This is an optimization exercise on Yosys and OpenROAD, whose aim is small area, not a production implementation.
Where RTL was checked, it was by simulation tests only, not by an equivalence proof against the original.
No activity file was given, so power comes from the tool's default toggle rates.

==> module PKT_Detector, before the edit <==
module PKT_Detector #(
    parameter   DATA_WIDTH    = 8   ,
                PKT_CNT_WIDTH = 4   ,
                OUT_PKT_WIDTH = 160
) (
    input   logic                           reset     ,
    input   logic                           clk       ,
    input   logic   [DATA_WIDTH - 1 : 0]    data_in   ,
    input   logic                           dataK     ,
    output  logic   [PKT_CNT_WIDTH - 1 : 0] PKT_count ,
    output  logic   [OUT_PKT_WIDTH - 1 : 0] PKT       ,
    output  logic                           MRd       ,
    output  logic                           MWr       ,
    output  logic                           IORd      ,
    output  logic                           IOWr      ,
    output  logic                           CfgRd0    ,
    output  logic                           CfgWr0    ,
    output  logic                           CfgRd1    ,
    output  logic                           CfgWr1    ,
    output  logic                           Cpl       ,
    output  logic                           Cp1D
);
logic [151:0] dl;
logic [4:0]   cnt;
logic [143:0] body;       
logic         valid_n;    
logic         pulse;      
wire idle = (cnt == 5'd0);
wire last = (cnt == 5'b00110);
wire good = last && (dl[7:0] == 8'hFD);
wire stp  = idle && (data_in == 8'hFB) && dataK;
logic [151:0] dl_n;
always_ff @(posedge clk) dl_n <= {dl_n[143:0], ~data_in};
assign dl = ~dl_n;
always_ff @(posedge clk or negedge reset) begin
    if (!reset)
        cnt <= 5'd0;
    else
        cnt <= (last ? 5'd0 : {cnt[3:0], cnt[4] ^ cnt[2]}) | {4'd0, stp};
end
logic [143:0] incoming;
always_comb
    for (int k = 1; k <= 18; k++)
        incoming[8*(k-1) +: 8] = dl[8*(19-k) +: 8];
logic [143:0] body_n;     
always_ff @(posedge clk)
    if (good) body_n <= ~incoming;    
assign body = ~body_n;
always_ff @(posedge clk or negedge reset) begin
    if (!reset) begin
        valid_n   <= 1'b1;
        pulse     <= 1'b0;
        PKT_count <= '0;
    end else begin
        pulse <= good;
        if (good) begin
            valid_n   <= 1'b0;
            PKT_count <= PKT_count + 4'd1;
        end
    end
end
assign PKT = {!valid_n ? 8'hFD : 8'h00, body & ~{144{valid_n}}, !valid_n ? 8'hFB : 8'h00};
wire [7:0] ty = body[23:16];    
assign MRd    = pulse && ty == 8'h00;
assign MWr    = pulse && ty == 8'h01;
assign IORd   = pulse && ty == 8'h02;
assign IOWr   = pulse && ty == 8'h42;
assign CfgRd0 = pulse && ty == 8'h04;
assign CfgWr0 = pulse && ty == 8'h44;
assign CfgRd1 = pulse && ty == 8'h05;
assign CfgWr1 = pulse && ty == 8'h45;
assign Cpl    = pulse && ty == 8'h0a;
assign Cp1D   = pulse && ty == 8'h4a;
endmodule
==> flow/config.mk <==
export PLATFORM = sky130hd
export DESIGN_NAME = PKT_Detector
export DESIGN_NICKNAME = PKT_Detector
export VERILOG_FILES = /design/flow/design.v
export SDC_FILE = /design/flow/constraint.sdc
export NUM_CORES = 4
export LEC_CHECK = 0
export ABC_AREA = 1
export CAP_MARGIN = 20
export CORE_MARGIN = 2
export CORE_UTILIZATION = 65
export PLACE_DENSITY = 0.85
export SLEW_MARGIN = 20
==> flow/constraint.sdc <==
create_clock -name core_clock -period 5.0 [get_ports {clk}]
set_input_delay 1.0000 -clock core_clock [delete_from_list [all_inputs] [get_ports {clk}]]
set_output_delay 1.0000 -clock core_clock [all_outputs]
set_load 0.01 [all_outputs]
standard.sh (not shown) runs the stock make flow with config.mk's settings and CLKGATE_MAP_FILE= SYNTH_SCRIPT=/design/flow/synth_recipe.tcl, a recipe that flattens the netlist after the stock synthesis.
==> flow/flow/run.sh <==
#!/bin/bash
# The standard ORFS layout (standard.sh), with these changes:
#  - synthesis maps the logic with a plain area-oriented ABC script (no buffering or
#    upsizing, which the later repair steps redo where needed) and no half/full-adder
#    cells; the registers and their names are those of the standard synthesis;
#  - port buffers are the smallest buffer (buf_1) instead of clkdlybuf4s50_1;
#  - clock tree: clkbuf_8 buffers, sink clusters of up to 22, no dummy loads.
# Each tool's full output stays in orfs/logs/; make's output goes to standard_flow.log.
set -euo pipefail
rm -rf scripts_area
cp -r "$FLOW_HOME/scripts" scripts_area
printf 'strash\ndch\nmap -a\ntopo\n' > scripts_area/abc_area.script
bash standard.sh \
  "SCRIPTS_DIR=$PWD/scripts_area" \
  "ADDER_MAP_FILE=" \
  "BUFFER_PORTS_ARGS=-buffer_cell sky130_fd_sc_hd__buf_1" \
  "CTS_ARGS=-sink_clustering_enable -repair_clock_nets -dont_use_dummy_load -buf_list sky130_fd_sc_hd__clkbuf_8 -sink_clustering_size 22 -sink_clustering_max_diameter 50" \
  finish > standard_flow.log 2>&1
Rerun with:
--- a/flow/design.v
+++ b/flow/design.v
@@ -22,23 +22,24 @@
 );
 logic [151:0] dl;
 logic [4:0]   cnt;
 logic [143:0] body;       
 logic         valid_n;    
-logic         pulse;      
-wire idle = (cnt == 5'd0);
+wire pulse = (cnt == 5'b10000);    
+wire idle = (cnt == 5'd0) || pulse;
 wire last = (cnt == 5'b00110);
 wire good = last && (dl[7:0] == 8'hFD);
 wire stp  = idle && (data_in == 8'hFB) && dataK;
 logic [151:0] dl_n;
 always_ff @(posedge clk) dl_n <= {dl_n[143:0], ~data_in};
 assign dl = ~dl_n;
 always_ff @(posedge clk or negedge reset) begin
     if (!reset)
         cnt <= 5'd0;
     else
-        cnt <= (last ? 5'd0 : {cnt[3:0], cnt[4] ^ cnt[2]}) | {4'd0, stp};
+        cnt <= last ? (good ? 5'b10000 : 5'd0) :
+               idle ? {4'd0, stp} : {cnt[3:0], cnt[4] ^ cnt[2]};
 end
 logic [143:0] incoming;
 always_comb
     for (int k = 1; k <= 18; k++)
         incoming[8*(k-1) +: 8] = dl[8*(19-k) +: 8];
@@ -47,14 +48,12 @@
     if (good) body_n <= ~incoming;    
 assign body = ~body_n;
 always_ff @(posedge clk or negedge reset) begin
     if (!reset) begin
         valid_n   <= 1'b1;
-        pulse     <= 1'b0;
         PKT_count <= '0;
     end else begin
-        pulse <= good;
         if (good) begin
             valid_n   <= 1'b0;
             PKT_count <= PKT_count + 4'd1;
         end
     end
Sequential power stays flat.
Worst setup slack gets better by 0.32 ns.
Wire length drops by 1.6%.
Total power climbs by 1.6%.
Worst hold slack gets worse by 0.0054 ns.
Count of clock-buffer cells in the layout does not change.
Area after synthesis drops by about 0.55%.
Non-clock buffer count does not change.
Global-route usage drops by 0.47 points.
Design area drops by about 0.8%.
Maximum frequency climbs by 9.9%.
Clock power climbs by about 1%.
Via count drops by about 2.6%.
Final cell count drops by about 1.4%.
No functional check of the RTL was part of the first run of this note.

[port drivers added, routing unchanged]
Ports are ideal in the flow. The routed layouts listed here were re-timed in OpenROAD.
Step 1: set_driving_cell puts a clkbuf_16 on clk and a buf_2 on each other input, an assumption about the parent block.
Step 2 adds t to the input delays and takes it off the output delays; t is the mean of the earliest and latest rising clock arrival at the registers after step 1. Input paths then give back, and output paths get back, about the clock's delay inside the block.
Three values: ideal, step 1, step 2; two values: the first two.
run	t, ns	setup WS [ns]	worst setup path after step 2	latest minus earliest clock arrival (ns)	slew at the worst register clock pin (ns)
the first run	0.498	1.431 / 1.397 / 1.896	register to output	0.047 / 0.047	0.12 / 0.12
the second run	0.500	1.753 / 1.723 / 2.223	register to output	0.052 / 0.052	0.12 / 0.12
After both steps setup and hold are still met in every run listed.
